This is an optimization exercise on Yosys and OpenROAD, whose aim is small area and a short achievable clock period, not a production implementation.
Function was checked by simulation only, so behaviour that the tests miss may differ from the original.
Power figures rest on the tool's default switching activity, not on a simulated workload.

==> inputs of run a <==
==> flow/design.v <==
module Risc_32_bit
(
  input         clk       ,
  input         rst_n     ,
  output [31:0] imem_addr ,
  input  [31:0] imem_rdata,
  output [31:0] dmem_addr ,
  output [31:0] dmem_wdata,
  output        dmem_we   ,
  input  [31:0] dmem_rdata
);
  integer k;
  reg  [31:0] pc;                  
  reg  [1:0]  cnt0;                
  reg         cnt1;                
  reg  [31:0] id_inst;             
  reg  [31:0] id_pc;
  reg  [31:0] ex_a, ex_b, ex_fb;
  reg         ex_j, ex_cin, ex_sum, ex_slt, ex_sltu, ex_xor, ex_or, ex_and;
  reg         ex_srl, ex_sll, ex_sra;
  reg         ex_memrw, ex_regwen;
  reg  [1:0]  ex_wbsel;
  reg  [4:0]  ex_rd;
  reg         ex_breq, ex_brlt;
  reg  [31:0] mem_alu, mem_x;
  reg         mem_memrw, mem_regwen;
  reg  [1:0]  mem_wbsel;
  reg  [4:0]  mem_rd;
  reg  [31:0] wb_data;
  reg         wb_regwen;
  reg  [4:0]  wb_rd;
  wire [6:0] op = id_inst[6:0];
  wire [2:0] f3 = id_inst[14:12];
  wire [6:0] f7 = id_inst[31:25];
  wire opR  = (op == 7'b0110011);
  wire opI  = (op == 7'b0010011);
  wire opL  = (op == 7'b0000011);
  wire opS  = (op == 7'b0100011);
  wire opB  = (op == 7'b1100011);
  wire opJR = (op == 7'b1100111);
  wire opJ  = (op == 7'b1101111);
  wire opU  = (op == 7'b0010111);
  wire f7z  = (f7 == 7'b0000000);
  wire f7s  = (f7 == 7'b0100000);
  wire r_add  = opR & (f3 == 3'd0) & f7z;
  wire r_sub  = opR & (f3 == 3'd0) & f7s;
  wire r_sll  = opR & (f3 == 3'd1);
  wire r_slt  = opR & (f3 == 3'd2);
  wire r_sltu = opR & (f3 == 3'd3);
  wire r_xor  = opR & (f3 == 3'd4);
  wire r_srl  = opR & (f3 == 3'd5) & f7z;
  wire r_sra  = opR & (f3 == 3'd5) & f7s;
  wire r_or   = opR & (f3 == 3'd6);
  wire r_and  = opR & (f3 == 3'd7);
  wire r_val  = r_add | r_sub | r_sll | r_slt | r_sltu | r_xor | r_srl | r_sra | r_or | r_and;
  wire b_beq  = opB & (f3 == 3'd0);
  wire b_bne  = opB & (f3 == 3'd1);
  wire b_blt  = opB & (f3 == 3'd4);
  wire b_bltu = opB & (f3 == 3'd5);
  wire b_val  = b_beq | b_bne | b_blt | b_bltu;
  wire isj    = opJR | opJ;
  wire asel   = b_val | opJ | opU;
  wire bsel   = opI | opL | opS | b_val | isj | opU;
  wire addop  = r_add | bsel;
  wire cin    = r_sub | r_slt | r_sltu;
  wire regwen = r_val | opI | opL | isj | opU;
  wire [1:0] wbsel = isj ? 2'd2 : (r_val | opI | opU) ? 2'd1 : 2'd0;
  wire rs2v   = ~(opI | opL | isj | opU);
  wire [31:0] i = id_inst;
  wire [31:0] imm = opS ? {{20{i[31]}}, i[31:25], i[11:7]} :
                    b_val ? {{20{i[31]}}, i[7], i[30:25], i[11:8], 1'b0} :
                    opJ ? {{12{i[31]}}, i[19:12], i[20], i[30:21], 1'b0} :
                    opU ? {i[31:12], 12'b0} :
                          {{20{i[31]}}, i[31:20]};
  wire [4:0] rs1 = id_inst[19:15];
  wire [4:0] rs2 = id_inst[24:20];
  wire [4:0] rd  = id_inst[11:7];
  wire [31:0] wr_d = wb_data & {32{rst_n}};
  reg  [31:0] rf [1:31];
  always @(posedge clk) begin
    for (k = 1; k < 32; k = k + 1)
      if (~rst_n | (wb_regwen & (wb_rd == k))) rf[k] <= wr_d;
  end
  reg [31:0] rdA, rdB;
  always @(*) begin
    rdA = 32'd0;
    rdB = 32'd0;
    for (k = 1; k < 32; k = k + 1) begin
      rdA = rdA | ({32{rs1 == k}} & rf[k]);
      rdB = rdB | ({32{rs2 == k}} & rf[k]);
    end
  end
  wire bypA = ~wb_regwen & (rs1 == wb_rd) & (rs1 != 5'd0);
  wire bypB = ~wb_regwen & (rs2 == wb_rd) & (rs2 != 5'd0);
  wire [31:0] dataA = bypA ? wb_data : rdA;
  wire [31:0] dataB = rs2v ? (bypB ? wb_data : rdB) : 32'd0;
  wire [31:0] dout = mem_memrw ? 32'd0 : dmem_rdata;
  wire [31:0] mem_wbdata = (mem_wbsel == 2'd0) ? dout :
                           (mem_wbsel == 2'd1) ? mem_alu :
                           (mem_wbsel == 2'd2) ? (mem_x + 32'd1) : 32'd0;
  wire fwd_ok = mem_regwen & ~ex_memrw & (mem_rd != 5'd0);
  wire fwdA = fwd_ok & (mem_rd == rs1);
  wire fwdB = fwd_ok & rs2v & (mem_rd == rs2);
  wire [31:0] fa = fwdA ? mem_wbdata : dataA;
  wire [31:0] fb = fwdB ? mem_wbdata : dataB;
  reg  [31:0] fa_rev;
  always @(*) for (k = 0; k < 32; k = k + 1) fa_rev[k] = fa[31-k];
  wire breq = (dataA == dataB);
  wire brlt = b_bltu ? (dataA < dataB) : ($signed(dataA) < $signed(dataB));
  always @(posedge clk) begin
    ex_a      <= asel ? id_pc : (r_sll ? fa_rev : fa);
    ex_b      <= bsel ? imm : (cin ? ~fb : fb);
    ex_fb     <= isj ? id_pc : fb;
    ex_j      <= isj;
    ex_cin    <= cin;
    ex_sum    <= addop | r_sub;
    ex_slt    <= r_slt;
    ex_sltu   <= r_sltu;
    ex_xor    <= r_xor;
    ex_or     <= r_or;
    ex_and    <= r_and;
    ex_srl    <= r_srl | r_sra;
    ex_sll    <= r_sll;
    ex_sra    <= r_sra;
    ex_memrw  <= opS;
    ex_regwen <= regwen;
    ex_wbsel  <= wbsel;
    ex_rd     <= rd;
    ex_breq   <= breq;
    ex_brlt   <= brlt;
  end
  wire [31:0] A = ex_a;
  wire [31:0] B = ex_b;
  wire [32:0] sum = {1'b0, A} + {1'b0, B} + {32'd0, ex_cin};
  wire lt_s = (A[31] == B[31]) ? A[31] : sum[31];
  wire lt_u = ~sum[32];
  wire [31:0] shr = A >> B[4:0];
  reg  [31:0] shl, mask;
  always @(*) begin
    for (k = 0; k < 32; k = k + 1) begin
      shl[k]  = shr[31-k];
      mask[k] = ((31 - k) < A[4:0]);
    end
  end
  wire [31:0] alu = ({32{ex_sum}} & sum[31:0])
                  | {31'd0, (ex_slt & lt_s) | (ex_sltu & lt_u)}
                  | ({32{ex_xor}} & (A ^ B))
                  | ({32{ex_or}}  & (A | B))
                  | ({32{ex_and}} & (A & B))
                  | ({32{ex_srl}} & shr)
                  | ({32{ex_sll}} & shl)
                  | ({32{ex_sra & A[31]}} & mask);
  wire isbj    = opB | opJR;
  wire pcw0    = ~((cnt0 == 2'd1) | (cnt0 == 2'd2));
  wire pcwrite = isbj ? pcw0 : ~cnt1;
  wire cnt_en1 = ~ex_memrw & (ex_rd != 5'd0) & rs2v & (ex_rd == rs2);
  wire take    = (b_beq & ex_breq) | (b_bne & ~ex_brlt) | ((b_blt | b_bltu) & ex_brlt);
  assign imem_addr = pcwrite ? pc : 32'd0;
  always @(posedge clk or negedge rst_n) begin
    if (!rst_n) begin
      pc      <= 32'd0;
      cnt0    <= 2'd0;
      cnt1    <= 1'b0;
      id_inst <= 32'd0;
    end else begin
      if (pcwrite) pc <= take ? alu : isj ? 32'd0 : (pc + 32'd1);
      cnt0    <= isbj ? ((cnt0 < 2'd2) ? cnt0 + 2'd1 : 2'd0) : 2'd0;
      cnt1    <= cnt_en1 & ~cnt1;
      id_inst <= imem_rdata;
    end
  end
  always @(posedge clk) id_pc <= imem_addr;
  always @(posedge clk) begin
    mem_alu <= alu;
    mem_x   <= ex_fb;
    wb_data <= mem_wbdata;
  end
  always @(posedge clk or negedge rst_n) begin
    if (!rst_n) begin
      mem_memrw  <= 1'b0;
      mem_regwen <= 1'b0;
      mem_wbsel  <= 2'd0;
      mem_rd     <= 5'd0;
      wb_regwen  <= 1'b0;
      wb_rd      <= 5'd0;
    end else begin
      mem_memrw  <= ex_memrw;
      mem_regwen <= ex_regwen;
      mem_wbsel  <= ex_wbsel;
      mem_rd     <= ex_rd;
      wb_regwen  <= mem_regwen;
      wb_rd      <= mem_rd;
    end
  end
  assign dmem_addr  = mem_alu;
  assign dmem_wdata = ex_j ? 32'd0 : ex_fb;
  assign dmem_we    = mem_memrw;
endmodule
==> flow/run.sh <==
#!/bin/bash
# synth_recipe.tcl (not shown) runs the flow's synth.tcl, then flattens the netlist and writes it again
# the make line also repeats each setting of config.mk as NAME=value (left out here)
make -C /OpenROAD-flow-scripts/flow DESIGN_CONFIG=/design/flow/config.mk WORK_HOME=/design/flow/orfs CLKGATE_MAP_FILE= SYNTH_SCRIPT=/design/flow/synth_recipe.tcl finish
==> flow/config.mk <==
export PLATFORM = sky130hd
export DESIGN_NAME = Risc_32_bit
export DESIGN_NICKNAME = Risc_32_bit
export VERILOG_FILES = /design/flow/design.v
export SDC_FILE = /design/flow/constraint.sdc
export NUM_CORES = 4
export LEC_CHECK = 0
export CAP_MARGIN = 20
export CORE_MARGIN = 2
export CORE_UTILIZATION = 40
export SLEW_MARGIN = 20
==> flow/constraint.sdc <==
create_clock -name core_clock -period 8.5 [get_ports {clk}]
set_input_delay 1.7000 -clock core_clock [delete_from_list [all_inputs] [get_ports {clk}]]
set_output_delay 1.7000 -clock core_clock [all_outputs]
set_load 0.01 [all_outputs]
==> run b: changes against run a <==
--- a/flow/design.v
+++ b/flow/design.v
@@ -15,6 +15,14 @@
   reg         cnt1;                
+  reg         stall;               
+  reg  [31:0] imem_q;              
   reg  [31:0] id_inst;             
   reg  [31:0] id_pc;
+  reg  [3:0]  r1lo, r2lo;          
+  reg  [7:0]  r1hi, r2hi;          
+  reg         bypA, bypB;          
+  reg         fwdA, fwdB;          
+  reg         cnt_en1;             
   reg  [31:0] ex_a, ex_b, ex_fb;
-  reg         ex_j, ex_cin, ex_sum, ex_slt, ex_sltu, ex_xor, ex_or, ex_and;
+  reg  [31:0] ex_pc;
+  reg         ex_cin, ex_sum, ex_slt, ex_sltu, ex_xor, ex_or, ex_and;
   reg         ex_srl, ex_sll, ex_sra;
@@ -23,3 +31,5 @@
   reg  [4:0]  ex_rd;
-  reg         ex_breq, ex_brlt;
+  reg  [7:0]  ex_eqg, ex_ltg;      
+  reg  [4:0]  ex_sh;               
+  reg  [4:0]  ex_am;               
   reg  [31:0] mem_alu, mem_x;
@@ -67,3 +77,2 @@
   wire [1:0] wbsel = isj ? 2'd2 : (r_val | opI | opU) ? 2'd1 : 2'd0;
-  wire rs2v   = ~(opI | opL | isj | opU);
   wire [31:0] i = id_inst;
@@ -88,10 +97,8 @@
     for (k = 1; k < 32; k = k + 1) begin
-      rdA = rdA | ({32{rs1 == k}} & rf[k]);
-      rdB = rdB | ({32{rs2 == k}} & rf[k]);
-    end
-  end
-  wire bypA = ~wb_regwen & (rs1 == wb_rd) & (rs1 != 5'd0);
-  wire bypB = ~wb_regwen & (rs2 == wb_rd) & (rs2 != 5'd0);
+      rdA = rdA | ({32{r1lo[k%4] & r1hi[k/4]}} & rf[k]);
+      rdB = rdB | ({32{r2lo[k%4] & r2hi[k/4]}} & rf[k]);
+    end
+  end
   wire [31:0] dataA = bypA ? wb_data : rdA;
-  wire [31:0] dataB = rs2v ? (bypB ? wb_data : rdB) : 32'd0;
+  wire [31:0] dataB = bypB ? wb_data : rdB;    
   wire [31:0] dout = mem_memrw ? 32'd0 : dmem_rdata;
@@ -100,5 +107,2 @@
                            (mem_wbsel == 2'd2) ? (mem_x + 32'd1) : 32'd0;
-  wire fwd_ok = mem_regwen & ~ex_memrw & (mem_rd != 5'd0);
-  wire fwdA = fwd_ok & (mem_rd == rs1);
-  wire fwdB = fwd_ok & rs2v & (mem_rd == rs2);
   wire [31:0] fa = fwdA ? mem_wbdata : dataA;
@@ -107,4 +111,11 @@
   always @(*) for (k = 0; k < 32; k = k + 1) fa_rev[k] = fa[31-k];
-  wire breq = (dataA == dataB);
-  wire brlt = b_bltu ? (dataA < dataB) : ($signed(dataA) < $signed(dataB));
+  wire [31:0] cmpA = {dataA[31] ^ ~b_bltu, dataA[30:0]};
+  wire [31:0] cmpB = {dataB[31] ^ ~b_bltu, dataB[30:0]};
+  reg  [7:0] eqg, ltg;
+  always @(*) begin
+    for (k = 0; k < 8; k = k + 1) begin
+      eqg[k] = (cmpA[4*k +: 4] == cmpB[4*k +: 4]);
+      ltg[k] = (cmpA[4*k +: 4] <  cmpB[4*k +: 4]);
+    end
+  end
   always @(posedge clk) begin
@@ -112,4 +123,4 @@
     ex_b      <= bsel ? imm : (cin ? ~fb : fb);
-    ex_fb     <= isj ? id_pc : fb;
-    ex_j      <= isj;
+    ex_fb     <= fb;       
+    ex_pc     <= id_pc;
     ex_cin    <= cin;
@@ -128,4 +139,6 @@
     ex_rd     <= rd;
-    ex_breq   <= breq;
-    ex_brlt   <= brlt;
+    ex_eqg    <= eqg;
+    ex_ltg    <= ltg;
+    ex_sh     <= fb[4:0];
+    ex_am     <= fa[4:0];
   end
@@ -133,6 +146,27 @@
   wire [31:0] B = ex_b;
-  wire [32:0] sum = {1'b0, A} + {1'b0, B} + {32'd0, ex_cin};
+  reg  [31:0] pg_g, pg_p, pg_gn, pg_pn;
+  reg  [32:0] cy;
+  integer l;
+  always @(*) begin
+    pg_g = A & B;
+    pg_p = A ^ B;
+    pg_g[0] = pg_g[0] | (pg_p[0] & ex_cin);
+    for (l = 0; l < 5; l = l + 1) begin
+      pg_gn = pg_g;
+      pg_pn = pg_p;
+      for (k = 0; k < 32; k = k + 1)
+        if (((k >> l) & 1) == 1) begin
+          pg_gn[k] = pg_g[k] | (pg_p[k] & pg_g[((k >> l) << l) - 1]);
+          pg_pn[k] = pg_p[k] & pg_p[((k >> l) << l) - 1];
+        end
+      pg_g = pg_gn;
+      pg_p = pg_pn;
+    end
+    cy[0] = ex_cin;
+    for (k = 0; k < 32; k = k + 1) cy[k+1] = pg_g[k];
+  end
+  wire [32:0] sum = {cy[32], (A ^ B) ^ cy[31:0]};
   wire lt_s = (A[31] == B[31]) ? A[31] : sum[31];
   wire lt_u = ~sum[32];
-  wire [31:0] shr = A >> B[4:0];
+  wire [31:0] shr = A >> ex_sh;
   reg  [31:0] shl, mask;
@@ -141,3 +175,3 @@
       shl[k]  = shr[31-k];
-      mask[k] = ((31 - k) < A[4:0]);
+      mask[k] = ((31 - k) < ex_am);
     end
@@ -153,7 +187,39 @@
   wire isbj    = opB | opJR;
-  wire pcw0    = ~((cnt0 == 2'd1) | (cnt0 == 2'd2));
-  wire pcwrite = isbj ? pcw0 : ~cnt1;
-  wire cnt_en1 = ~ex_memrw & (ex_rd != 5'd0) & rs2v & (ex_rd == rs2);
+  wire pcwrite = ~stall;
+  wire [1:0] cnt0_n = isbj ? ((cnt0 < 2'd2) ? cnt0 + 2'd1 : 2'd0) : 2'd0;
+  wire       cnt1_n = cnt_en1 & ~cnt1;
+  wire [6:0] op_n   = imem_rdata[6:0];
+  wire [4:0] rs1_n  = imem_rdata[19:15];
+  wire [4:0] rs2_n  = imem_rdata[24:20];
+  wire rs2v_n = ~((op_n == 7'b0010011) | (op_n == 7'b0000011) | (op_n == 7'b1100111) |
+                  (op_n == 7'b1101111) | (op_n == 7'b0010111));
+  wire bypA_n = ~mem_regwen & (rs1_n == mem_rd) & (rs1_n != 5'd0);
+  wire bypB_n = ~mem_regwen & (rs2_n == mem_rd) & (rs2_n != 5'd0) & rs2v_n;
+  wire fok_n  = ex_regwen & ~opS & (ex_rd != 5'd0);
+  wire fwdA_n = fok_n & (ex_rd == rs1_n);
+  wire fwdB_n = fok_n & rs2v_n & (ex_rd == rs2_n);
+  wire cen1_n = ~opS & (rd != 5'd0) & rs2v_n & (rd == rs2_n);
+  reg  [3:0] r1lo_n, r2lo_n;
+  reg  [7:0] r1hi_n, r2hi_n;
+  always @(*) begin
+    for (k = 0; k < 4; k = k + 1) begin
+      r1lo_n[k] = (rs1_n[1:0] == k);
+      r2lo_n[k] = (rs2_n[1:0] == k);
+    end
+    for (k = 0; k < 8; k = k + 1) begin
+      r1hi_n[k] = (rs1_n[4:2] == k);
+      r2hi_n[k] = (rs2_n[4:2] == k) & rs2v_n;
+    end
+  end
+  wire       isbj_n = (op_n == 7'b1100011) | (op_n == 7'b1100111);
+  wire       stall_n = isbj_n ? ((cnt0_n == 2'd1) | (cnt0_n == 2'd2)) : cnt1_n;
+  reg ex_brlt;
+  always @(*) begin
+    ex_brlt = 1'b0;
+    for (k = 0; k < 8; k = k + 1) ex_brlt = ex_ltg[k] | (ex_eqg[k] & ex_brlt);
+  end
+  wire ex_breq = &ex_eqg;
   wire take    = (b_beq & ex_breq) | (b_bne & ~ex_brlt) | ((b_blt | b_bltu) & ex_brlt);
-  assign imem_addr = pcwrite ? pc : 32'd0;
+  wire [31:0] pc_n = pcwrite ? (take ? alu : isj ? 32'd0 : (pc + 32'd1)) : pc;
+  assign imem_addr = imem_q;
   always @(posedge clk or negedge rst_n) begin
@@ -163,8 +229,30 @@
       cnt1    <= 1'b0;
+      stall   <= 1'b0;
+      imem_q  <= 32'd0;
       id_inst <= 32'd0;
+      r1lo    <= 4'd0;
+      r1hi    <= 8'd0;
+      r2lo    <= 4'd0;
+      r2hi    <= 8'd0;
+      bypA    <= 1'b0;
+      bypB    <= 1'b0;
+      fwdA    <= 1'b0;
+      fwdB    <= 1'b0;
+      cnt_en1 <= 1'b0;
     end else begin
-      if (pcwrite) pc <= take ? alu : isj ? 32'd0 : (pc + 32'd1);
-      cnt0    <= isbj ? ((cnt0 < 2'd2) ? cnt0 + 2'd1 : 2'd0) : 2'd0;
-      cnt1    <= cnt_en1 & ~cnt1;
+      pc      <= pc_n;
+      imem_q  <= stall_n ? 32'd0 : pc_n;
+      cnt0    <= cnt0_n;
+      cnt1    <= cnt1_n;
+      stall   <= stall_n;
       id_inst <= imem_rdata;
+      r1lo    <= r1lo_n;
+      r1hi    <= r1hi_n;
+      r2lo    <= r2lo_n;
+      r2hi    <= r2hi_n;
+      bypA    <= bypA_n;
+      bypB    <= bypB_n;
+      fwdA    <= fwdA_n;
+      fwdB    <= fwdB_n;
+      cnt_en1 <= cen1_n;
     end
@@ -174,3 +262,3 @@
     mem_alu <= alu;
-    mem_x   <= ex_fb;
+    mem_x   <= ex_pc;
     wb_data <= mem_wbdata;
@@ -195,3 +283,3 @@
   assign dmem_addr  = mem_alu;
-  assign dmem_wdata = ex_j ? 32'd0 : ex_fb;
+  assign dmem_wdata = ex_fb;
   assign dmem_we    = mem_memrw;
- CORE_UTILIZATION: 40 -> 45
- SETUP_SLACK_MARGIN: unset -> 5
==> summary.txt <==
|  | run b | run a |
|---|---|---|
| Outcome | finished clean | finished clean |
| Number of distinct library cell variants in the gate-level netlist after synthesis | 96 | 104 |
| Number of buffers inserted during clock tree synthesis | 155 | 143 |
| Layout overhead on the synthesized area | 18.43% | 14.65% |
| R2R Path End | imem_q[16] | ex_brlt |
| Met3 Usage GRT | 0.2048 | 0.1571 |
| Worst slack at placement | 4.142 ns | 2.771 ns |
| GRT Total Usage | 0.4614 | 0.3903 |
| Gpl congestion | 1.027 | 1.032 |
| Share of synthesized area spent on multiplexers | 0.03205 | 0.02407 |
| Part of the total power dissipated in combinational logic | 0.171 | 0.165 |
| CP Data Required Time | 9.26 ns | 9.19 ns |
| Clk. pwr | 6.88 mW | 6.45 mW |
| Fraction of the mapped netlist area in compound gates | 0.2124 | 0.1789 |

separate check: timing with driven ports:
No port has a modelled driver above. Below, the same layouts with a new extraction and two added sets of constraints. Step 1 assumes that a clkbuf_16 drives the clock port and a buf_2 every other input. Step 2 also shifts input and output timing later by t, the mid clock arrival at the registers, as if the neighbouring blocks saw the same clock. Three values: ideal ports, drivers, drivers and shift; two values: the first two.
run | t, ns | slack for setup (ns) | clock arrival spread, ns | worst register clock-pin slew, ns
run a | 0.886 | 2.304 / 2.304 / 2.304 | 0.044 / 0.044 | 0.07 / 0.07
run b | 0.893 | 4.802 / 4.802 / 4.194 | 0.069 / 0.069 | 0.07 / 0.07
After both steps setup and hold are still met in every run listed. The setup slack of run b, which loses most, moves by 0.000 ns with the drivers and by -0.608 ns with both steps.
